This is an optimization exercise on Yosys and OpenROAD, whose aim is small area, a short achievable clock period and few clock cycles per item, not a production implementation.
Only simulation tests tie the RTL to the original design; equivalence was not proved.

==> flow/design.v <==
module ifft_top (
    input  wire        clk,
    input  wire        rst,
    input  wire        ifft_enable,
    input  wire [15:0] in_0_real,
    input  wire [15:0] in_1_real,
    input  wire [15:0] in_2_real,
    input  wire [15:0] in_3_real,
    input  wire [15:0] in_4_real,
    input  wire [15:0] in_5_real,
    input  wire [15:0] in_6_real,
    input  wire [15:0] in_7_real,
    input  wire [15:0] in_8_real,
    input  wire [15:0] in_9_real,
    input  wire [15:0] in_10_real,
    input  wire [15:0] in_11_real,
    input  wire [15:0] in_0_imag,
    input  wire [15:0] in_1_imag,
    input  wire [15:0] in_2_imag,
    input  wire [15:0] in_3_imag,
    input  wire [15:0] in_4_imag,
    input  wire [15:0] in_5_imag,
    input  wire [15:0] in_6_imag,
    input  wire [15:0] in_7_imag,
    input  wire [15:0] in_8_imag,
    input  wire [15:0] in_9_imag,
    input  wire [15:0] in_10_imag,
    input  wire [15:0] in_11_imag,
    output wire [15:0] ifft_out_real,
    output wire [15:0] ifft_out_imag,
    output wire        finish
);
  integer i;
  reg       busy;
  reg [4:0] t;
  reg       fin;
  wire      start = ~busy & ifft_enable;
  always @(posedge clk or negedge rst) begin
    if (!rst) begin
      busy <= 1'b0;
      t    <= 5'd0;
      fin  <= 1'b0;
    end else begin
      if (start) begin
        busy <= 1'b1;
        t    <= 5'd1;
      end else if (busy) begin
        t <= t + 5'd1;
        if (t == 5'd24) busy <= 1'b0;
      end
      fin <= busy & (t >= 5'd8) & (t <= 5'd23);
    end
  end
  assign finish = fin;
  reg [3:0] phA, phB1, phB2, phC;
  reg [1:0] kO;
  wire [3:0] phA_n = busy ? phA + 4'd1 : 4'd0;
  reg  r0A, r1A, r2A, r3A;
  reg  r0C, r1C, r2C, r3C, p3C;
  always @(posedge clk) begin
    phA  <= phA_n;
    phB1 <= phA;
    phB2 <= phB1;
    phC  <= phB2;
    r0A  <= (phA_n[3:2] == 2'd0);
    r1A  <= (phA_n[3:2] == 2'd1);
    r2A  <= (phA_n[3:2] == 2'd2);
    r3A  <= (phA_n[3:2] == 2'd3);
    r0C  <= (phB2[3:2] == 2'd0);
    r1C  <= (phB2[3:2] == 2'd1);
    r2C  <= (phB2[3:2] == 2'd2);
    r3C  <= (phB2[3:2] == 2'd3);
    p3C  <= (phB2[1:0] == 2'd3);
    kO   <= t[1:0] + 2'd2;    
  end
  reg [15:0] ar[0:3], ai[0:3], br[0:3], bi[0:3], cr[0:3], ci[0:3];
  always @(posedge clk) begin
    if (!busy) begin
      ar[0] <= in_0_real;  ai[0] <= in_0_imag;
      ar[1] <= in_1_real;  ai[1] <= in_1_imag;
      ar[2] <= in_2_real;  ai[2] <= in_2_imag;
      ar[3] <= in_3_real;  ai[3] <= in_3_imag;
      br[0] <= in_4_real;  bi[0] <= in_4_imag;
      br[1] <= in_5_real;  bi[1] <= in_5_imag;
      br[2] <= in_6_real;  bi[2] <= in_6_imag;
      br[3] <= in_7_real;  bi[3] <= in_7_imag;
      cr[0] <= in_8_real;  ci[0] <= in_8_imag;
      cr[1] <= in_9_real;  ci[1] <= in_9_imag;
      cr[2] <= in_10_real; ci[2] <= in_10_imag;
      cr[3] <= in_11_real; ci[3] <= in_11_imag;
    end else begin
      for (i = 0; i < 4; i = i + 1) begin
        ar[i] <= ar[(i+1)%4]; ai[i] <= ai[(i+1)%4];
        br[i] <= br[(i+1)%4]; bi[i] <= bi[(i+1)%4];
        cr[i] <= cr[(i+1)%4]; ci[i] <= ci[(i+1)%4];
      end
    end
  end
  reg  [15:0] zr[0:3], zi[0:3];
  wire [15:0] zin_r, zin_i;
  always @(posedge clk) begin
    zr[0] <= zin_r; zi[0] <= zin_i;
    for (i = 1; i < 4; i = i + 1) begin
      zr[i] <= zr[i-1]; zi[i] <= zi[i-1];
    end
  end
  wire [15:0] wopr = cr[0] ^ {16{r1A}}, wopi = ci[0] ^ {16{r1A}};
  wire [15:0] vopr = r0A ? ~br[0] : 16'd0, vopi = r0A ? ~bi[0] : 16'd0;
  wire [15:0] pre_r, pre_i;
  ifft_add3 #(16) u_prr (ar[0], wopr, vopr, r0A | r1A, pre_r);
  ifft_add3 #(16) u_pri (ai[0], wopi, vopi, r0A | r1A, pre_i);
  reg  [15:0] PBr, PBi;
  always @(posedge clk) begin
    PBr <= r2A ? br[0] : r3A ? zr[0] : pre_r;
    PBi <= r2A ? bi[0] : r3A ? zi[0] : pre_i;
  end
  localparam M_ID = 3'd0, M_J = 3'd1, M_T1 = 3'd2, M_T3 = 3'd3,
             M_W1 = 3'd4, M_W3 = 3'd5, M_W5 = 3'd6, M_W7 = 3'd7;
  reg [2:0] modeN, modeA, modeA2;
  always @(posedge clk) begin
    modeA  <= modeN;
    modeA2 <= modeA;
  end
  always @(*) begin
    case (phA_n)
      4'd0:  modeN = M_ID; 4'd1:  modeN = M_T1; 4'd2:  modeN = M_J;  4'd3:  modeN = M_T3;
      4'd4:  modeN = M_ID; 4'd5:  modeN = M_W1; 4'd6:  modeN = M_T1; 4'd7:  modeN = M_W3;
      4'd8:  modeN = M_J;  4'd9:  modeN = M_W5; 4'd10: modeN = M_T3; 4'd11: modeN = M_W7;
      4'd12: modeN = M_ID; 4'd13: modeN = M_T1; 4'd14: modeN = M_J;  default: modeN = M_T3;
    endcase
  end
  reg [4:0]  cre, cim;
  reg        hs;
  always @(*) begin
    case (modeA2)
      M_W1:    begin cre = 5'b00_11_0; cim = 5'b10_00_0; hs = 1'b0; end
      M_W3:    begin cre = 5'b11_00_0; cim = 5'b00_10_0; hs = 1'b0; end
      M_W5:    begin cre = 5'b11_01_1; cim = 5'b00_11_1; hs = 1'b0; end
      M_W7:    begin cre = 5'b01_11_1; cim = 5'b11_00_1; hs = 1'b0; end
      M_T1:    begin cre = 5'b00_11_0; cim = 5'b10_00_0; hs = 1'b1; end
      default: begin cre = 5'b01_11_1; cim = 5'b00_11_1; hs = 1'b1; end  
    endcase
  end
  wire byA2 = (modeA2 == M_ID) | (modeA2 == M_J);
  wire jA2  = (modeA2 == M_J);
  reg [15:0] XRr, YRr, ZRr, XRi, YRi, ZRi;
  reg        hsB, byB, byC;
  reg [3:0]  kreB, kimB, kreC, kimC;    
  always @(posedge clk) begin
    XRr <= byA2 ? (jA2 ? -PBi : PBr) : (cre[4] ? PBi : PBr) ^ {16{cre[3]}};
    YRr <= (cre[2] ? PBi : PBr) ^ {16{cre[1]}};
    ZRr <= cre[0] ? ~PBr : 16'd0;
    XRi <= byA2 ? (jA2 ? PBr : PBi) : (cim[4] ? PBi : PBr) ^ {16{cim[3]}};
    YRi <= (cim[2] ? PBi : PBr) ^ {16{cim[1]}};
    ZRi <= cim[0] ? ~PBi : 16'd0;
    hsB  <= hs;
    byB  <= byA2;
    byC  <= byB;
    kreB <= {hs, cre[3], cre[1], cre[0]}; kimB <= {hs, cim[3], cim[1], cim[0]};
    kreC <= kreB; kimC <= kimB;
  end
  wire [25:0] s_re, c_re, s_im, c_im;
  ifft_tw_comp u_re (.x(XRr), .y(YRr), .z(ZRr), .hsel(hsB), .s(s_re), .c(c_re));
  ifft_tw_comp u_im (.x(XRi), .y(YRi), .z(ZRi), .hsel(hsB), .s(s_im), .c(c_im));
  reg  [25:0] SRr, CRr, SRi, CRi;
  always @(posedge clk) begin
    SRr <= byB ? {XRr, 10'd0} : s_re;  CRr <= byB ? 26'd0 : c_re;
    SRi <= byB ? {XRi, 10'd0} : s_im;  CRi <= byB ? 26'd0 : c_im;
  end
  reg  [25:0] kpr, kmr, kpi, kmi;
  always @(*) begin
    case ({byC, kreC})
      5'd0: begin kpr = 26'h08e00d1; kmr = 26'h3720330; end
      5'd1: begin kpr = 26'h08e00d2; kmr = 26'h372032f; end
      5'd2: begin kpr = 26'h08e0258; kmr = 26'h37201a9; end
      5'd3: begin kpr = 26'h08e0259; kmr = 26'h37201a8; end
      5'd4: begin kpr = 26'h08e0483; kmr = 26'h371ff7e; end
      5'd5: begin kpr = 26'h08e0484; kmr = 26'h371ff7d; end
      5'd6: begin kpr = 26'h08e060a; kmr = 26'h371fdf7; end
      5'd7: begin kpr = 26'h08e060b; kmr = 26'h371fdf6; end
      5'd8: begin kpr = 26'h3bf816c; kmr = 26'h0408295; end
      5'd9: begin kpr = 26'h3bf816d; kmr = 26'h0408294; end
      5'd10: begin kpr = 26'h3bf8440; kmr = 26'h0407fc1; end
      5'd11: begin kpr = 26'h3bf8441; kmr = 26'h0407fc0; end
      5'd12: begin kpr = 26'h3bf8440; kmr = 26'h0407fc1; end
      5'd13: begin kpr = 26'h3bf8441; kmr = 26'h0407fc0; end
      5'd14: begin kpr = 26'h3bf8714; kmr = 26'h0407ced; end
      5'd15: begin kpr = 26'h3bf8715; kmr = 26'h0407cec; end
      5'd16: begin kpr = 26'h0000000; kmr = 26'h0000401; end
      5'd17: begin kpr = 26'h0000000; kmr = 26'h0000401; end
      5'd18: begin kpr = 26'h0000000; kmr = 26'h0000401; end
      5'd19: begin kpr = 26'h0000000; kmr = 26'h0000401; end
      5'd20: begin kpr = 26'h0000000; kmr = 26'h0000401; end
      5'd21: begin kpr = 26'h0000000; kmr = 26'h0000401; end
      5'd22: begin kpr = 26'h0000000; kmr = 26'h0000401; end
      5'd23: begin kpr = 26'h0000000; kmr = 26'h0000401; end
      5'd24: begin kpr = 26'h0000000; kmr = 26'h0000401; end
      5'd25: begin kpr = 26'h0000000; kmr = 26'h0000401; end
      5'd26: begin kpr = 26'h0000000; kmr = 26'h0000401; end
      5'd27: begin kpr = 26'h0000000; kmr = 26'h0000401; end
      5'd28: begin kpr = 26'h0000000; kmr = 26'h0000401; end
      5'd29: begin kpr = 26'h0000000; kmr = 26'h0000401; end
      5'd30: begin kpr = 26'h0000000; kmr = 26'h0000401; end
      5'd31: begin kpr = 26'h0000000; kmr = 26'h0000401; end
    endcase
  end
  always @(*) begin
    case ({byC, kimC})
      5'd0: begin kpi = 26'h08e00d1; kmi = 26'h3720330; end
      5'd1: begin kpi = 26'h08e00d2; kmi = 26'h372032f; end
      5'd2: begin kpi = 26'h08e0258; kmi = 26'h37201a9; end
      5'd3: begin kpi = 26'h08e0259; kmi = 26'h37201a8; end
      5'd4: begin kpi = 26'h08e0483; kmi = 26'h371ff7e; end
      5'd5: begin kpi = 26'h08e0484; kmi = 26'h371ff7d; end
      5'd6: begin kpi = 26'h08e060a; kmi = 26'h371fdf7; end
      5'd7: begin kpi = 26'h08e060b; kmi = 26'h371fdf6; end
      5'd8: begin kpi = 26'h3bf816c; kmi = 26'h0408295; end
      5'd9: begin kpi = 26'h3bf816d; kmi = 26'h0408294; end
      5'd10: begin kpi = 26'h3bf8440; kmi = 26'h0407fc1; end
      5'd11: begin kpi = 26'h3bf8441; kmi = 26'h0407fc0; end
      5'd12: begin kpi = 26'h3bf8440; kmi = 26'h0407fc1; end
      5'd13: begin kpi = 26'h3bf8441; kmi = 26'h0407fc0; end
      5'd14: begin kpi = 26'h3bf8714; kmi = 26'h0407ced; end
      5'd15: begin kpi = 26'h3bf8715; kmi = 26'h0407cec; end
      5'd16: begin kpi = 26'h0000000; kmi = 26'h0000401; end
      5'd17: begin kpi = 26'h0000000; kmi = 26'h0000401; end
      5'd18: begin kpi = 26'h0000000; kmi = 26'h0000401; end
      5'd19: begin kpi = 26'h0000000; kmi = 26'h0000401; end
      5'd20: begin kpi = 26'h0000000; kmi = 26'h0000401; end
      5'd21: begin kpi = 26'h0000000; kmi = 26'h0000401; end
      5'd22: begin kpi = 26'h0000000; kmi = 26'h0000401; end
      5'd23: begin kpi = 26'h0000000; kmi = 26'h0000401; end
      5'd24: begin kpi = 26'h0000000; kmi = 26'h0000401; end
      5'd25: begin kpi = 26'h0000000; kmi = 26'h0000401; end
      5'd26: begin kpi = 26'h0000000; kmi = 26'h0000401; end
      5'd27: begin kpi = 26'h0000000; kmi = 26'h0000401; end
      5'd28: begin kpi = 26'h0000000; kmi = 26'h0000401; end
      5'd29: begin kpi = 26'h0000000; kmi = 26'h0000401; end
      5'd30: begin kpi = 26'h0000000; kmi = 26'h0000401; end
      5'd31: begin kpi = 26'h0000000; kmi = 26'h0000401; end
    endcase
  end
  wire [15:0] z3r = zr[3], z3i = zi[3];
  wire [15:0] zsr = r2C ? z3r : 16'd0, zsi = r2C ? z3i : 16'd0;
  wire [25:0] psum_r, psum_i, pdif_r, pdif_i;
  ifft_add4 #(26) u_psr (SRr, CRr, kpr, {zsr, 10'd0}, 1'b0, psum_r);
  ifft_add4 #(26) u_psi (SRi, CRi, kpi, {zsi, 10'd0}, 1'b0, psum_i);
  ifft_add4 #(26) u_pdr (~SRr, ~CRr, kmr, {z3r, 10'd0}, 1'b0, pdif_r);
  ifft_add4 #(26) u_pdi (~SRi, ~CRi, kmi, {z3i, 10'd0}, 1'b0, pdif_i);
  wire [15:0] q0r, q0i;
  ifft_add3 #(16) u_q0r (ar[1], br[1], cr[1], 1'b0, q0r);
  ifft_add3 #(16) u_q0i (ai[1], bi[1], ci[1], 1'b0, q0i);
  wire [15:0] gv_r = r0C ? q0r : r1C ? z3r : psum_r[25:10];
  wire [15:0] gv_i = r0C ? q0i : r1C ? z3i : psum_i[25:10];
  assign zin_r = r2C ? pdif_r[25:10] : psum_r[25:10];
  assign zin_i = r2C ? pdif_i[25:10] : psum_i[25:10];
  reg [15:0] sr[0:2], si[0:2];
  reg [15:0] g0r, g0i, g1r, g1i, g2r, g2i, g3r, g3i;
  reg        rot;
  always @(posedge clk) begin
    sr[0] <= gv_r;  si[0] <= gv_i;
    sr[1] <= sr[0]; si[1] <= si[0];
    sr[2] <= sr[1]; si[2] <= si[1];
    if (p3C) begin
      g0r <= sr[2]; g0i <= si[2];
      g1r <= sr[1]; g1i <= si[1];
      g2r <= sr[0]; g2i <= si[0];
      g3r <= gv_r;  g3i <= gv_i;
    end else if (rot) begin
      g1r <= ~g1i; g1i <= g1r;
      g3r <= ~g3i; g3i <= g3r;
    end
  end
  reg n0, n1, n2, n3;
  always @(posedge clk) begin
    rot <= (kO == 2'd1);
    n0  <= (kO != 2'd0);
    n1  <= (kO == 2'd1) | (kO == 2'd3);
    n2  <= kO[1];
    n3  <= (kO == 2'd1) | (kO == 2'd2);
  end
  wire [15:0] o_r, o_i;
  ifft_add4 #(16) u_or (g0r, g2r ^ {16{n2}}, g1r ^ {16{n1}}, g3r ^ {16{n3}}, n0, o_r);
  ifft_add4 #(16) u_oi (g0i, g2i ^ {16{n2}}, g1i ^ {16{n1}}, g3i ^ {16{n3}}, n0, o_i);
  reg  [15:0] OR, OI;
  always @(posedge clk) begin
    OR <= o_r; OI <= o_i;
  end
  assign ifft_out_real = OR;
  assign ifft_out_imag = OI;
endmodule
module ifft_tw_comp (
    input  wire [15:0] x,
    input  wire [15:0] y,
    input  wire [15:0] z,
    input  wire        hsel,
    output wire [25:0] s,
    output wire [25:0] c
);
  function [25:0] t(input [15:0] v, input integer k);
    t = {10'd0, ~v[15], v[14:0]} << k;
  endfunction
  wire [15:0] nx = ~x, ny = ~y;
  wire [15:0] xg = hsel ? x : 16'd0;
  wire [15:0] yg = hsel ? ny : 16'd0;
  wire [25:0] o0  = t(x, 10);
  wire [25:0] o1  = t(nx, 6);
  wire [25:0] o2  = hsel ? t(nx, 8) : t(nx, 4);
  wire [25:0] o3  = hsel ? t(x, 4)  : t(x, 1);
  wire [25:0] o4  = t(xg, 2);
  wire [25:0] o5  = t(y, 9);
  wire [25:0] o6  = hsel ? t(y, 8)  : t(ny, 7);
  wire [25:0] o7  = hsel ? t(ny, 5) : t(y, 3);
  wire [25:0] o8  = hsel ? t(ny, 3) : t(ny, 0);
  wire [25:0] o9  = t(yg, 2);
  wire [25:0] o10 = t(z, 0);
  wire [25:0] s1a, c1a, s1b, c1b, s1c, c1c;
  ifft_csa l1a (o0, o1, o2,  s1a, c1a);
  ifft_csa l1b (o3, o4, o5,  s1b, c1b);
  ifft_csa l1c (o6, o7, o8,  s1c, c1c);
  wire [25:0] s2a, c2a, s2b, c2b;
  ifft_csa l2a (s1a, c1a, s1b, s2a, c2a);
  ifft_csa l2b (c1b, s1c, c1c, s2b, c2b);
  wire [25:0] s3a, c3a, s3b, c3b;
  ifft_csa l3a (s2a, c2a, s2b, s3a, c3a);
  ifft_csa l3b (c2b, o9, o10, s3b, c3b);
  wire [25:0] s4, c4;
  ifft_csa l4 (s3a, c3a, s3b, s4, c4);
  ifft_csa l5 (s4, c4, c3b, s, c);
endmodule
module ifft_add3 #(parameter W = 16) (
    input  wire [W-1:0] a,
    input  wire [W-1:0] b,
    input  wire [W-1:0] d,
    input  wire         ci,
    output wire [W-1:0] y
);
  wire [W-1:0] s = a ^ b ^ d;
  wire [W-1:0] m = (a & b) | (a & d) | (b & d);
  assign y = s + {m[W-2:0], ci};
endmodule
module ifft_add4 #(parameter W = 16) (
    input  wire [W-1:0] a,
    input  wire [W-1:0] b,
    input  wire [W-1:0] d,
    input  wire [W-1:0] e,
    input  wire         ci,
    output wire [W-1:0] y
);
  wire [W-1:0] s1 = a ^ b ^ d;
  wire [W-1:0] m1 = (a & b) | (a & d) | (b & d);
  wire [W-1:0] c1 = {m1[W-2:0], ci};
  wire [W-1:0] s2 = s1 ^ c1 ^ e;
  wire [W-1:0] m2 = (s1 & c1) | (s1 & e) | (c1 & e);
  assign y = s2 + {m2[W-2:0], ci};
endmodule
module ifft_csa (
    input  wire [25:0] a,
    input  wire [25:0] b,
    input  wire [25:0] d,
    output wire [25:0] s,
    output wire [25:0] c
);
  assign s = a ^ b ^ d;
  wire [25:0] m = (a & b) | (a & d) | (b & d);
  assign c = {m[24:0], 1'b0};
endmodule
==> flow/run.sh <==
#!/bin/bash
# synth_recipe.tcl (not shown) runs the flow's synth.tcl, then flattens the netlist and writes it again
# the make line also repeats each setting of config.mk as NAME=value (left out here)
make -C /OpenROAD-flow-scripts/flow DESIGN_CONFIG=/design/flow/config.mk WORK_HOME=/design/flow/orfs CLKGATE_MAP_FILE= SYNTH_SCRIPT=/design/flow/synth_recipe.tcl finish
==> flow/config.mk <==
export PLATFORM = sky130hd
export DESIGN_NAME = ifft_top
export DESIGN_NICKNAME = ifft_top
export VERILOG_FILES = /design/flow/design.v
export SDC_FILE = /design/flow/constraint.sdc
export NUM_CORES = 4
export LEC_CHECK = 0
export CAP_MARGIN = 20
export CORE_MARGIN = 2
export CORE_UTILIZATION = 40
export SLEW_MARGIN = 20
==> flow/constraint.sdc <==
create_clock -name core_clock -period 13.6 [get_ports {clk}]
set_input_delay 2.7200 -clock core_clock [delete_from_list [all_inputs] [get_ports {clk}]]
set_output_delay 2.7200 -clock core_clock [all_outputs]
set_load 0.01 [all_outputs]
==> out/qor.csv, run 1 <==
stage,metric,value,unit
yosys,Post-synth top flop,dfxtp_1,
yosys,"Async S/R FF share, synth",0.6404,%
sta,Final Skew,68.99,ps
sta,final setup violation count,0,
sta,Fmax achieved,187.8,MHz
yosys,Mapped Area,59660,um2
floorplan,Die Ht,390.2,um
detailed_routing,initial DRC count,2091,
clock_network,H-tree Lvls,3,
clock_network,PostCTS Resize Cnt,0,
sta,"Hold Vio Cnt, Final",0,
yosys,Yosys top cell by area,dfxtp_1,
sta,post-layout min period,5326,ps
detailed_routing,WL/cell,20.30,um
sta,measured slew at the worst slew-check pin,1035,ps
yosys,unique cell type count in the Yosys netlist,89,
grt,maximum number of pins on one net before global-route repair,174,
detailed_routing,via/cell ratio,4.857,
yosys,synth top area cells,"dfxtp_1 (32%), fa_1 (18%), mux2_2 (8.7%), ha_1 (7.4%), edfxtp_1 (6.4%)",
placed_design,Post-DP HPWL,128800,um
worst_setup_path,Worst Path Required,14200,ps
worst_setup_path,CP most frequent cell,fa_1,
sta,Rel. slew slack,30.83,%
detailed_routing,Post-route DRC,0,
clock_network,"CTS clk-pin slew, worst paths",70,ps
finish,share of post-route cells with drive strength above 1,12.68,%
clock_network,insertion delay to the later sink of the worst-skew pair,760,ps
grt,Tot GR Track Use,21.17,%
job,Max-cap violations,0,
clock_network,Post-CTS Setup Bufs,0,
worst_setup_path,CP Cell Sequence,inv_2 -> buf_4 -> nor2_1 -> a21oi_1 -> fa_1 -> fa_1 -> fa_1 -> fa_1 -> inv_1 -> fa_1 -> mux2_2,
sta,setup ws final,8274,ps
finish,Fillers,13730,
clock_network,CTS root buf,clkbuf_16,
floorplan,I/O pin count,420,
grt,first-pass GRT wire length,243700,um
grt,initial antenna violation count,11,
worst_setup_path,Crit path arrival time,5930,ps
sta,setup TNS,0,ps
yosys,Post-synth EDFFs,128,
placed_design,pre-CTS WS,8425,ps
clock_network,CTS tree,built,
worst_setup_path,WS Path Type,flop to flop,
clock_network,clock buffer depth,3,
sta,WHS,302.6,ps
yosys,Synth top area share,32.14,%
hold_path,Hold Path Class,flop to flop,
placed_design,gpl congestion,0.9412,
finish,Area growth syn-to-layout,17.58,%
floorplan,Core ar.,147800,um2
clock_network,Num CTS Buffers,118,
yosys,Synth warnings,22,
worst_setup_path,Worst setup SP type,flop,
worst_setup_path,Max Fanout on Critical Path,93,
detailed_routing,post-route ant nets,0,
worst_setup_path,slowest CP cell,dfxtp_4,
floorplan,die width,390.2,um
floorplan,Core Rows,141,
worst_setup_path,"slowest stage delay, CP",930,ps
sta,max-slew violations,0,
yosys,Syn Area/Cell,10.87,um2
sta,crit share post-route,39.16,%
worst_setup_path,family with the most delay on the worst path,adder cells,
floorplan,Die ar.,152300,um2
floorplan,Starting Density,40.36,%
detailed_routing,drt pass-1 iters,5,
clock_network,Sink Count,1093,
placed_design,Port Buffers,419,
worst_setup_path,CP Buf/Inv Count,3,
sta,RSZ-0062 raised after global routing,false,
detailed_routing,total number of vias,38300,
yosys,#FFs+latches synth,1093,
yosys,Synth Instances,5488,
run_status,outcome,no timing/DRC/antenna violations,
yosys,sequential fraction of the synthesis area,38.88,%
grt,total global routing overflow,0,
grt,number of global-route vias before repair,40210,
worst_setup_path,crit end category,flop,
detailed_routing,DRT Wirelength,160000,um
finish,Final nets,7123,
clock_network,CTS Hold Bufs,0,
-- per-stage QoR --
step | std cells | utilization (%) | cell area [um2]
after CTS | 7884 | 47.45 | 70150
final | 7885 | 47.45 | 70150
after global routing | 7884 | 47.45 | 70150
after floorplan | 5490 | - | 59670
after global placement | 7661 | 44.50 | 65780
after detailed placement | 7661 | 44.50 | 65790
-- cell type report --
type | instances | area [um2] | area share (%)
Antenna cell | 1 | 2.502 | 0.003567
Timing Repair Buffer | 452 | 4467 | 6.367
Multi-Input combinational cell | 3310 | 32400 | 46.18
Clock inverter | 60 | 996.0 | 1.420
Sequential cell | 1093 | 23220 | 33.10
Inverter | 876 | 3288 | 4.687
Tap cell | 1930 | 2415 | 3.442
Clock buffer | 163 | 3364 | 4.796
-- logic make-up after synthesis --
logic type	Yosys count	share of synthesized area, %
and+or+nand+nor	849	6.715
AOI/OAI and AO/OA	719	7.675
buffers and inverters	1087	6.847
DFF	1093	38.88
xor gates and xnor gates	331	4.859
muxes	522	9.735
other	2	0.01259
adders and majority gates	885	25.28
-- sequential cells by signal, summed over array words and instances (netlist names), 24 cells and up --
signal  cells
ar         64
bi         64
si         48
SRi        26
cr         64
sr         48
zr         64
ai         64
SRr        26
zi         64
br         64
CRi        24
ci         64
CRr        24
-- worst paths after layout --
| check | endpoint | slack [ps] | cells past startpoint | start |
|---|---|---|---|---|
| max | SRr[10] | 8270 | 11 | hsB |
| min | zr[3][9] | 300 | 0 | zr[2][9] |
| max reg2reg | SRr[10] | 8270 | 11 | hsB |
| min reg2reg | zr[3][9] | 300 | 0 | zr[2][9] |
| max in group asynchronous | busy | 10930 | 1 | rst |
| min in group asynchronous | fin | 2290 | 1 | rst |
-- synth_stat cells, types with 5 or more instances --
| cell | count |
|---|---|
| dfxtp_1 | 958 |
| inv_1 | 872 |
| fa_1 | 534 |
| mux2_2 | 462 |
| ha_1 | 351 |
| nand2_1 | 306 |
| o21ai_0 | 216 |
| nor2_1 | 202 |
| xnor2_1 | 185 |
| a21oi_1 | 174 |
| clkbuf_1 | 173 |
| xor2_1 | 146 |
| edfxtp_1 | 128 |
| nor2b_1 | 110 |
| a21o_1 | 74 |
| mux2i_1 | 59 |
| o211ai_1 | 49 |
| nor3_1 | 45 |
| o21a_1 | 44 |
| nand3_1 | 43 |
| nand2b_1 | 40 |
| buf_1 | 34 |
| a21boi_0 | 24 |
| and2_1 | 24 |
| o21bai_1 | 16 |
| or2_2 | 15 |
| or3_1 | 15 |
| and3_1 | 13 |
| a211oi_1 | 12 |
| a31oi_1 | 12 |
| o21ai_1 | 11 |
| o31ai_1 | 9 |
| dfrtp_1 | 7 |
| nand4_1 | 7 |
| o22ai_1 | 7 |
| a22o_1 | 5 |
| nor4_1 | 5 |
| o311ai_0 | 5 |
-- placed cells by master (no fill, tap or decap), types with 44 or more instances in the layout --
master / n
ha_1: 351
o21a_1: 44
o21ai_0: 215
mux2i_1: 59
clkbuf_16: 120
edfxtp_1: 128
clkdlybuf4s50_1: 419
xor2_1: 146
nor2b_1: 110
nor3_1: 45
dfxtp_1: 948
a21oi_1: 174
mux2_2: 462
nor2_1: 202
nand2_1: 306
o211ai_1: 49
a21o_1: 74
xnor2_1: 185
inv_1: 871
fa_1: 534
-- layer usage --
layer | up-vias | part of all wire (%) | track usage (%)
li1 | 18420 | - | -
met1 | 18700 | 43 | 27.44
met2 | 964 | 48 | 35.78
met3 | 203 | 6.0 | 4.273
met4 | 8 | 2.6 | 5.939
met5 | - | 0.034 | 0
Testbench counts, summed over its fixed seeds: cycles 12,800, items 512.
==> inputs of run 2 (changes only) <==
--- a/flow/design.v
+++ b/flow/design.v
@@ -46,61 +46,93 @@
         t    <= 5'd1;
       end else if (busy) begin
         t <= t + 5'd1;
-        if (t == 5'd24) busy <= 1'b0;
+        if (t == 5'd21) busy <= 1'b0;
       end
-      fin <= busy & (t >= 5'd8) & (t <= 5'd23);
+      fin <= busy & (t >= 5'd5) & (t <= 5'd20);
     end
   end
   assign finish = fin;
-  reg [3:0] phA, phB1, phB2, phC;
-  reg [1:0] kO;
-  wire [3:0] phA_n = busy ? phA + 4'd1 : 4'd0;
-  reg  r0A, r1A, r2A, r3A;
-  reg  r0C, r1C, r2C, r3C, p3C;
+  wire [4:0] tn = busy ? t + 5'd1 : 5'd1;
+  localparam M_ID = 3'd0, M_J = 3'd1, M_T1 = 3'd2, M_T3 = 3'd3,
+             M_W1 = 3'd4, M_W3 = 3'd5, M_W5 = 3'd6, M_W7 = 3'd7;
+  reg [2:0] modeN;
+  always @(*) begin
+    case (tn)
+      5'd1:  modeN = M_T1; 5'd2:  modeN = M_J;  5'd3:  modeN = M_T3;
+      5'd4:  modeN = M_W1; 5'd5:  modeN = M_T1; 5'd6:  modeN = M_W3;
+      5'd7:  modeN = M_W5; 5'd8:  modeN = M_T3; 5'd9:  modeN = M_W7;
+      5'd11: modeN = M_T1; 5'd12: modeN = M_J;  5'd13: modeN = M_T3;
+      default: modeN = M_ID;
+    endcase
+  end
+  wire [1:0] kn = tn[1:0] + 2'd3;           
+  reg  [2:0] modeA, modeA2;
+  reg        r0A, r1A, r2A, r3A;            
+  reg        r2B1, r2B2, r2C;               
+  reg  [3:1] weB1, weB2, weC;               
+  reg        ringG, g0Q1, g0Q2, g0Q3;       
+  reg  [3:1] weG;                           
+  reg        bl, bp3;                       
+  reg        rot, n0, n1, n2, n3;           
   always @(posedge clk) begin
-    phA  <= phA_n;
-    phB1 <= phA;
-    phB2 <= phB1;
-    phC  <= phB2;
-    r0A  <= (phA_n[3:2] == 2'd0);
-    r1A  <= (phA_n[3:2] == 2'd1);
-    r2A  <= (phA_n[3:2] == 2'd2);
-    r3A  <= (phA_n[3:2] == 2'd3);
-    r0C  <= (phB2[3:2] == 2'd0);
-    r1C  <= (phB2[3:2] == 2'd1);
-    r2C  <= (phB2[3:2] == 2'd2);
-    r3C  <= (phB2[3:2] == 2'd3);
-    p3C  <= (phB2[1:0] == 2'd3);
-    kO   <= t[1:0] + 2'd2;    
+    modeA  <= modeN;
+    modeA2 <= modeA;
+    r0A  <= (tn >= 5'd1)  & (tn <= 5'd3);
+    r1A  <= (tn >= 5'd4)  & (tn <= 5'd6);
+    r2A  <= (tn >= 5'd7)  & (tn <= 5'd9);
+    r3A  <= (tn >= 5'd11) & (tn <= 5'd13);
+    r2B1 <= (tn >= 5'd8)  & (tn <= 5'd10);
+    r2B2 <= r2B1;
+    r2C  <= r2B2;
+    weB1[1] <= (tn == 5'd2) | (tn == 5'd8)  | (tn == 5'd12);
+    weB1[2] <= (tn == 5'd3) | (tn == 5'd9)  | (tn == 5'd13);
+    weB1[3] <= (tn == 5'd4) | (tn == 5'd10) | (tn == 5'd14);
+    weB2 <= weB1;
+    weC  <= weB2;
+    ringG <= (tn <= 5'd3);
+    weG[1] <= (tn == 5'd1);
+    weG[2] <= (tn == 5'd2);
+    weG[3] <= (tn == 5'd3);
+    g0Q1 <= (tn == 5'd8);
+    g0Q2 <= (tn == 5'd12);
+    g0Q3 <= (tn == 5'd16);
+    bl   <= (tn == 5'd4) | (tn == 5'd8) | (tn == 5'd12) | (tn == 5'd16);
+    bp3  <= (tn == 5'd12) | (tn == 5'd16);
+    rot  <= (kn == 2'd1);
+    n0   <= (kn != 2'd0);
+    n1   <= (kn == 2'd1) | (kn == 2'd3);
+    n2   <= kn[1];
+    n3   <= (kn == 2'd1) | (kn == 2'd2);
   end
-  reg [15:0] ar[0:3], ai[0:3], br[0:3], bi[0:3], cr[0:3], ci[0:3];
+  reg [15:0] x0r, x0i, x4r, x4i, x8r, x8i;
+  reg [15:0] ar[0:2], ai[0:2], br[0:2], bi[0:2], cr[0:2], ci[0:2];
   always @(posedge clk) begin
     if (!busy) begin
-      ar[0] <= in_0_real;  ai[0] <= in_0_imag;
-      ar[1] <= in_1_real;  ai[1] <= in_1_imag;
-      ar[2] <= in_2_real;  ai[2] <= in_2_imag;
-      ar[3] <= in_3_real;  ai[3] <= in_3_imag;
-      br[0] <= in_4_real;  bi[0] <= in_4_imag;
-      br[1] <= in_5_real;  bi[1] <= in_5_imag;
-      br[2] <= in_6_real;  bi[2] <= in_6_imag;
-      br[3] <= in_7_real;  bi[3] <= in_7_imag;
-      cr[0] <= in_8_real;  ci[0] <= in_8_imag;
-      cr[1] <= in_9_real;  ci[1] <= in_9_imag;
-      cr[2] <= in_10_real; ci[2] <= in_10_imag;
-      cr[3] <= in_11_real; ci[3] <= in_11_imag;
+      x0r <= in_0_real;   x0i <= in_0_imag;
+      x4r <= in_4_real;   x4i <= in_4_imag;
+      x8r <= in_8_real;   x8i <= in_8_imag;
+      ar[0] <= in_1_real;  ai[0] <= in_1_imag;
+      ar[1] <= in_2_real;  ai[1] <= in_2_imag;
+      ar[2] <= in_3_real;  ai[2] <= in_3_imag;
+      br[0] <= in_5_real;  bi[0] <= in_5_imag;
+      br[1] <= in_6_real;  bi[1] <= in_6_imag;
+      br[2] <= in_7_real;  bi[2] <= in_7_imag;
+      cr[0] <= in_9_real;  ci[0] <= in_9_imag;
+      cr[1] <= in_10_real; ci[1] <= in_10_imag;
+      cr[2] <= in_11_real; ci[2] <= in_11_imag;
     end else begin
-      for (i = 0; i < 4; i = i + 1) begin
-        ar[i] <= ar[(i+1)%4]; ai[i] <= ai[(i+1)%4];
-        br[i] <= br[(i+1)%4]; bi[i] <= bi[(i+1)%4];
-        cr[i] <= cr[(i+1)%4]; ci[i] <= ci[(i+1)%4];
+      for (i = 0; i < 3; i = i + 1) begin
+        ar[i] <= ar[(i+1)%3]; ai[i] <= ai[(i+1)%3];
+        br[i] <= br[(i+1)%3]; bi[i] <= bi[(i+1)%3];
+        cr[i] <= cr[(i+1)%3]; ci[i] <= ci[(i+1)%3];
       end
     end
   end
-  reg  [15:0] zr[0:3], zi[0:3];
+  reg  [15:0] zr[0:2], zi[0:2];
   wire [15:0] zin_r, zin_i;
   always @(posedge clk) begin
     zr[0] <= zin_r; zi[0] <= zin_i;
-    for (i = 1; i < 4; i = i + 1) begin
+    for (i = 1; i < 3; i = i + 1) begin
       zr[i] <= zr[i-1]; zi[i] <= zi[i-1];
     end
   end
@@ -114,21 +146,6 @@
     PBr <= r2A ? br[0] : r3A ? zr[0] : pre_r;
     PBi <= r2A ? bi[0] : r3A ? zi[0] : pre_i;
   end
-  localparam M_ID = 3'd0, M_J = 3'd1, M_T1 = 3'd2, M_T3 = 3'd3,
-             M_W1 = 3'd4, M_W3 = 3'd5, M_W5 = 3'd6, M_W7 = 3'd7;
-  reg [2:0] modeN, modeA, modeA2;
-  always @(posedge clk) begin
-    modeA  <= modeN;
-    modeA2 <= modeA;
-  end
-  always @(*) begin
-    case (phA_n)
-      4'd0:  modeN = M_ID; 4'd1:  modeN = M_T1; 4'd2:  modeN = M_J;  4'd3:  modeN = M_T3;
-      4'd4:  modeN = M_ID; 4'd5:  modeN = M_W1; 4'd6:  modeN = M_T1; 4'd7:  modeN = M_W3;
-      4'd8:  modeN = M_J;  4'd9:  modeN = M_W5; 4'd10: modeN = M_T3; 4'd11: modeN = M_W7;
-      4'd12: modeN = M_ID; 4'd13: modeN = M_T1; 4'd14: modeN = M_J;  default: modeN = M_T3;
-    endcase
-  end
   reg [4:0]  cre, cim;
   reg        hs;
   always @(*) begin
@@ -240,48 +257,46 @@
       5'd31: begin kpi = 26'h0000000; kmi = 26'h0000401; end
     endcase
   end
-  wire [15:0] z3r = zr[3], z3i = zi[3];
-  wire [15:0] zsr = r2C ? z3r : 16'd0, zsi = r2C ? z3i : 16'd0;
+  wire [15:0] z2r = zr[2], z2i = zi[2];
+  wire [15:0] zsr = r2C ? z2r : 16'd0, zsi = r2C ? z2i : 16'd0;
   wire [25:0] psum_r, psum_i, pdif_r, pdif_i;
-  ifft_add4 #(26) u_psr (SRr, CRr, kpr, {zsr, 10'd0}, 1'b0, psum_r);
-  ifft_add4 #(26) u_psi (SRi, CRi, kpi, {zsi, 10'd0}, 1'b0, psum_i);
-  ifft_add4 #(26) u_pdr (~SRr, ~CRr, kmr, {z3r, 10'd0}, 1'b0, pdif_r);
-  ifft_add4 #(26) u_pdi (~SRi, ~CRi, kmi, {z3i, 10'd0}, 1'b0, pdif_i);
-  wire [15:0] q0r, q0i;
-  ifft_add3 #(16) u_q0r (ar[1], br[1], cr[1], 1'b0, q0r);
-  ifft_add3 #(16) u_q0i (ai[1], bi[1], ci[1], 1'b0, q0i);
-  wire [15:0] gv_r = r0C ? q0r : r1C ? z3r : psum_r[25:10];
-  wire [15:0] gv_i = r0C ? q0i : r1C ? z3i : psum_i[25:10];
-  assign zin_r = r2C ? pdif_r[25:10] : psum_r[25:10];
-  assign zin_i = r2C ? pdif_i[25:10] : psum_i[25:10];
-  reg [15:0] sr[0:2], si[0:2];
+  ifft_add4 #(26) u_psr (SRr, CRr, kpr, {zsr, 10'd0}, 1'b0, 1'b0, psum_r);
+  ifft_add4 #(26) u_psi (SRi, CRi, kpi, {zsi, 10'd0}, 1'b0, 1'b0, psum_i);
+  ifft_add4 #(26) u_pdr (~SRr, ~CRr, kmr, {z2r, 10'd0}, 1'b0, 1'b0, pdif_r);
+  ifft_add4 #(26) u_pdi (~SRi, ~CRi, kmi, {z2i, 10'd0}, 1'b0, 1'b0, pdif_i);
+  wire [15:0] gv_r = psum_r[25:10], gv_i = psum_i[25:10];
+  assign zin_r = r2C ? pdif_r[25:10] : gv_r;
+  assign zin_i = r2C ? pdif_i[25:10] : gv_i;
+  wire        n8  = g0Q2 | g0Q3;
+  wire        sw4 = g0Q2 | g0Q3;
+  wire        n4r = g0Q1 | g0Q2, n4i = g0Q1 | g0Q3;
+  wire [15:0] gar = ringG ? ar[0] : x0r,  gai = ringG ? ai[0] : x0i;
+  wire [15:0] gbr = ringG ? cr[0] : x8r ^ {16{n8}};
+  wire [15:0] gbi = ringG ? ci[0] : x8i ^ {16{n8}};
+  wire [15:0] gcr = ringG ? br[0] : (sw4 ? x4i : x4r) ^ {16{n4r}};
+  wire [15:0] gci = ringG ? bi[0] : (sw4 ? x4r : x4i) ^ {16{n4i}};
+  wire [15:0] g0v_r, g0v_i;
+  ifft_add4 #(16) u_g0r (gar, gbr, gcr, 16'd0, n8, n4r, g0v_r);
+  ifft_add4 #(16) u_g0i (gai, gbi, gci, 16'd0, n8, n4i, g0v_i);
+  reg [15:0] s1r, s1i, s2r, s2i, s3r, s3i;
   reg [15:0] g0r, g0i, g1r, g1i, g2r, g2i, g3r, g3i;
-  reg        rot;
   always @(posedge clk) begin
-    sr[0] <= gv_r;  si[0] <= gv_i;
-    sr[1] <= sr[0]; si[1] <= si[0];
-    sr[2] <= sr[1]; si[2] <= si[1];
-    if (p3C) begin
-      g0r <= sr[2]; g0i <= si[2];
-      g1r <= sr[1]; g1i <= si[1];
-      g2r <= sr[0]; g2i <= si[0];
-      g3r <= gv_r;  g3i <= gv_i;
+    if (weG[1] | weC[1]) begin s1r <= weG[1] ? g0v_r : gv_r; s1i <= weG[1] ? g0v_i : gv_i; end
+    if (weG[2] | weC[2]) begin s2r <= weG[2] ? g0v_r : gv_r; s2i <= weG[2] ? g0v_i : gv_i; end
+    if (weG[3] | weC[3]) begin s3r <= weG[3] ? g0v_r : gv_r; s3i <= weG[3] ? g0v_i : gv_i; end
+    if (bl) begin
+      g0r <= g0v_r; g0i <= g0v_i;
+      g1r <= s1r;   g1i <= s1i;
+      g2r <= s2r;   g2i <= s2i;
+      g3r <= bp3 ? gv_r : s3r;  g3i <= bp3 ? gv_i : s3i;
     end else if (rot) begin
       g1r <= ~g1i; g1i <= g1r;
       g3r <= ~g3i; g3i <= g3r;
     end
   end
-  reg n0, n1, n2, n3;
-  always @(posedge clk) begin
-    rot <= (kO == 2'd1);
-    n0  <= (kO != 2'd0);
-    n1  <= (kO == 2'd1) | (kO == 2'd3);
-    n2  <= kO[1];
-    n3  <= (kO == 2'd1) | (kO == 2'd2);
-  end
   wire [15:0] o_r, o_i;
-  ifft_add4 #(16) u_or (g0r, g2r ^ {16{n2}}, g1r ^ {16{n1}}, g3r ^ {16{n3}}, n0, o_r);
-  ifft_add4 #(16) u_oi (g0i, g2i ^ {16{n2}}, g1i ^ {16{n1}}, g3i ^ {16{n3}}, n0, o_i);
+  ifft_add4 #(16) u_or (g0r, g2r ^ {16{n2}}, g1r ^ {16{n1}}, g3r ^ {16{n3}}, n0, n0, o_r);
+  ifft_add4 #(16) u_oi (g0i, g2i ^ {16{n2}}, g1i ^ {16{n1}}, g3i ^ {16{n3}}, n0, n0, o_i);
   reg  [15:0] OR, OI;
   always @(posedge clk) begin
     OR <= o_r; OI <= o_i;
@@ -344,15 +359,16 @@
     input  wire [W-1:0] b,
     input  wire [W-1:0] d,
     input  wire [W-1:0] e,
-    input  wire         ci,
+    input  wire         ci1,
+    input  wire         ci2,
     output wire [W-1:0] y
 );
   wire [W-1:0] s1 = a ^ b ^ d;
   wire [W-1:0] m1 = (a & b) | (a & d) | (b & d);
-  wire [W-1:0] c1 = {m1[W-2:0], ci};
+  wire [W-1:0] c1 = {m1[W-2:0], ci1};
   wire [W-1:0] s2 = s1 ^ c1 ^ e;
   wire [W-1:0] m2 = (s1 & c1) | (s1 & e) | (c1 & e);
-  assign y = s2 + {m2[W-2:0], ci};
+  assign y = s2 + {m2[W-2:0], ci2};
 endmodule
 module ifft_csa (
     input  wire [25:0] a,
==> run 2 against run 1 <==
  * Still clean on timing, DRC and antenna
  * Register-to-register slack got worse by 460 ps
  * Clock skew increased by 1.3 ps
  * Core utilization shrank 0.74 points
  * Worst setup slack got worse by 460 ps
  * Maximum frequency is 7.9% lower
  * Non-clock buffer count increased by 6
  * First-iteration DRC count grew 55%
  * Largest cell class unchanged
  * Cell count increased by 4.3%
==> out/qor.csv, run 2 <==
stage,metric,value,unit,change
clock_network,Sink Count,1064,,was 1093
sta,Final Skew,70.29,ps,was 68.99 ps
yosys,Syn Area/Cell,10.97,um2,was 10.87 um2
placed_design,Port Buffers,419,,unchanged
clock_network,clock buffer depth,3,,unchanged
sta,setup TNS,0,ps,unchanged
placed_design,Post-DP HPWL,141000,um,was 128800 um
worst_setup_path,Worst Path Required,14080,ps,was 14200 ps
sta,crit share post-route,42.54,%,was 39.16%
floorplan,die width,400.4,um,was 390.2 um
floorplan,Die ar.,160300,um2,was 152300 um2
grt,number of global-route vias before repair,42730,,was 40210
floorplan,Core ar.,156200,um2,was 147800 um2
sta,Fmax achieved,172.8,MHz,was 187.8 MHz
grt,maximum number of pins on one net before global-route repair,96,,was 174
yosys,Synth warnings,18,,was 22
worst_setup_path,"slowest stage delay, CP",740,ps,was 930 ps
yosys,Mapped Area,62850,um2,was 59660 um2
worst_setup_path,Crit path arrival time,6270,ps,was 5930 ps
detailed_routing,DRT Wirelength,177500,um,was 160000 um
sta,Rel. slew slack,23.06,%,was 30.83%
yosys,synth top area cells,"dfxtp_1 (23%), fa_1 (17%), edfxtp_1 (15%), ha_1 (7.6%), mux2_2 (7.6%)",,"was dfxtp_1 (32%), fa_1 (18%), mux2_2 (8.7%), ha_1 (7.4%), edfxtp_1 (6.4%)"
grt,GRT Max-Usage Layer,met2,,unchanged
sta,"Hold Vio Cnt, Final",0,,unchanged
sta,final setup violation count,0,,unchanged
worst_setup_path,CP Cell Sequence,nor2_4 -> buf_4 -> mux2i_1 -> xnor2_1 -> mux2_2 -> fa_1 -> ha_1 -> ha_1 -> o21a_1 -> o21ai_0 -> nand2b_1 -> and4_1 -> a2111oi_2 -> o31ai_1 -> a21oi_1 -> xor2_1 -> mux2i_1,,was inv_2 -> buf_4 -> nor2_1 -> a21oi_1 -> fa_1 -> fa_1 -> fa_1 -> fa_1 -> inv_1 -> fa_1 -> mux2_2
yosys,most common cell in the netlist,inv_1,,was dfxtp_1
run_status,outcome,no timing/DRC/antenna violations,,unchanged
yosys,Synth Instances,5727,,was 5488
floorplan,Core Rows,145,,was 141
hold_path,Hold Path Class,flop to flop,,unchanged
grt,met2 usage,37.06,%,was 35.78%
grt,total global routing overflow,0,,unchanged
worst_setup_path,crit end category,flop,,unchanged
finish,"commonest non-fill, non-tap cells in the layout","inv_1 (823), dfxtp_1 (722), fa_1 (534)",,"was dfxtp_1 (948), inv_1 (871), fa_1 (534)"
detailed_routing,via/cell ratio,5.004,,was 4.857
clock_network,Post-CTS Setup Bufs,0,,unchanged
hold_path,WHS Endpoint,zr[2][10],,was zr[3][9]
sta,post-layout min period,5785,ps,was 5326 ps
sta,max-slew violations,0,,unchanged
placed_design,gpl congestion,0.9047,,was 0.9412
clock_network,CTS root buf,clkbuf_16,,unchanged
detailed_routing,initial DRC count,3233,,was 2091
grt,initial antenna violation count,7,,was 11
floorplan,I/O pin count,420,,unchanged
detailed_routing,total number of vias,41170,,was 38300
clock_network,H-tree Lvls,3,,unchanged
grt,grt met1 use,28.50,%,was 27.44%
clock_network,insertion delay to the later sink of the worst-skew pair,770,ps,was 760 ps
worst_setup_path,worst reg2reg setup slack,7810,ps,was 8270 ps
detailed_routing,drt pass-1 iters,6,,was 5
worst_setup_path,reg2reg path depth,17,,was 11
clock_network,"CTS clk-pin slew, worst paths",60,ps,was 70 ps
worst_setup_path,Worst setup SP type,flop,,unchanged
clock_network,Num CTS Buffers,114,,was 118
floorplan,Die Ht,400.4,um,was 390.2 um
yosys,Synth top area share,23.48,%,was 32.14%
grt,Tot GR Track Use,22.12,%,was 21.17%
clock_network,PostCTS Resize Cnt,0,,unchanged
worst_setup_path,family with the most delay on the worst path,compound AO/OA/AOI/OAI gates,,was adder cells
yosys,Post-synth top flop,dfxtp_1,,unchanged
worst_setup_path,slowest CP cell,buf_4,,was dfxtp_4
hold_path,hold path cells,0,,unchanged
grt,first-pass GRT wire length,267200,um,was 243700 um
worst_setup_path,R2R Path End,s1i[15],,was SRr[10]
finish,Final nets,7373,,was 7123
finish,"most common cell after layout, fill and taps aside",inv_1,,was dfxtp_1
sta,RSZ-0062 raised after global routing,false,,unchanged
floorplan,Starting Density,40.24,%,was 40.36%
yosys,"top cells by count, synth","inv_1 (824), dfxtp_1 (737), fa_1 (534), mux2_2 (425), ha_1 (384)",,"was dfxtp_1 (958), inv_1 (872), fa_1 (534), mux2_2 (462), ha_1 (351)"
finish,Area growth syn-to-layout,16.11,%,was 17.58%
detailed_routing,post-route ant nets,0,,unchanged
worst_setup_path,Max Fanout on Critical Path,48,,was 93
yosys,Post-synth EDFFs,320,,was 128
yosys,#FFs+latches synth,1064,,was 1093
worst_setup_path,CP Buf/Inv Count,1,,was 3
worst_setup_path,r2r startpoint,g0Q3,,was hsB
detailed_routing,WL/cell,21.57,um,was 20.30 um
yosys,unique cell type count in the Yosys netlist,83,,was 89
clock_network,CTS Hold Bufs,0,,unchanged
finish,share of post-route cells with drive strength above 1,11.42,%,was 12.68%
hold_path,launch point of the worst hold path,zr[1][10],,was zr[2][9]
yosys,"Async S/R FF share, synth",0.6579,%,was 0.6404%
detailed_routing,Post-route DRC,0,,unchanged
yosys,Yosys top cell by area,dfxtp_1,,unchanged
clock_network,CTS tree,built,,unchanged
worst_setup_path,WS Path Type,flop to flop,,unchanged
yosys,sequential fraction of the synthesis area,39.04,%,was 38.88%
job,Max-cap violations,0,,unchanged
sta,measured slew at the worst slew-check pin,1146,ps,was 1035 ps
grt,met3 GRT Util,4.203,%,was 4.273%
## run 2: area by class of cell
cell class	count	area (um2)
fill	14440	83230
multi-input combinational	3601	34330
sequential	1064	24570
timing repair buffer	458	4487
clock buffer	171	3291
inverter	829	3115
tap	2058	2575
clock inverter	41	591.8
antenna	5	12.51
## run 2: worst max path at each step
stage,start,endpoint,slack (ps),cells past startpoint
final,g0Q3,s1i[15],7810,17
after global routing,g0Q3,s3i[15],7500,17
after CTS,g0Q3,s1i[15],7850,17
after detailed placement,g0Q3,s1i[15],7840,17
after global placement,g0Q3,s3i[15],7980,17
after floorplan,g0Q3,s1i[15],8670,18
## run 2: metrics by stage
| step | std cells | instance area [um2] | hold WS, ps | setup WS [ps] | utilization (%) |
|---|---|---|---|---|---|
| 2_1_floorplan | 5729 | 62860 | 309.6 | 8667 | - |
| 3_3_place_gp | 8010 | 69070 | 310.0 | 7982 | 44.22 |
| 3_5_place_dp | 8010 | 69080 | 312.1 | 7837 | 44.22 |
| 4_1_cts | 8222 | 72960 | 316.8 | 7845 | 46.71 |
| 5_1_grt | 8223 | 72960 | 323.0 | 7503 | 46.71 |
| 6_report | 8227 | 72970 | 302.9 | 7815 | 46.72 |
## run 2: layer usage
layer / vias up / part of all wire (%)
li1: 19460 / -
met1: 20230 / 42
met2: 1240 / 48
met3: 247 / 6.5
met4: 2 / 3.6
met5: - / 0.0068
## run 2: cell families (layout without fill, tap and decap cells)
logic type / after synthesis / after routing / share of synthesized area, %
simple gates: 945 / 945 / 6.980
compound gates: 788 / 788 / 7.788
buf+inv: 1064 / 1499 / 6.370
flops: 1064 / 1064 / 39.04
xor+xnor: 399 / 399 / 5.596
mux: 547 / 547 / 9.558
other cells: 2 / 9 / 0.01195
fa+ha+maj: 918 / 918 / 24.65
Testbench counts of run 2, summed over its fixed seeds: cycles 11,264, items 512.

==> port drivers added, routing unchanged <==
How much do the figures lean on ideal ports? The routed layouts below were timed once more, with nothing changed but the port constraints. Step 1 sets driving cells, clkbuf_16 on the clock port and buf_2 on the other inputs (assumed; they add their load-dependent delay and slew). Step 2 times the ports against the registers' clock, not the clock port: input delays grow and output delays shrink by t, the midpoint of the rising clock arrivals with the driver on. a / b / c = no drivers / after step 1 / after step 2; a / b = the first two.
run	t (ns)	slack for setup (ns)	slew at the worst register clock pin (ns)	cell pins on the clock port's net
run 1	0.810	8.274 / 8.274 / 8.274	0.07 / 0.07	1
run 2	0.814	7.815 / 7.815 / 7.815	0.07 / 0.07	1
After both steps every run listed still meets setup and hold.
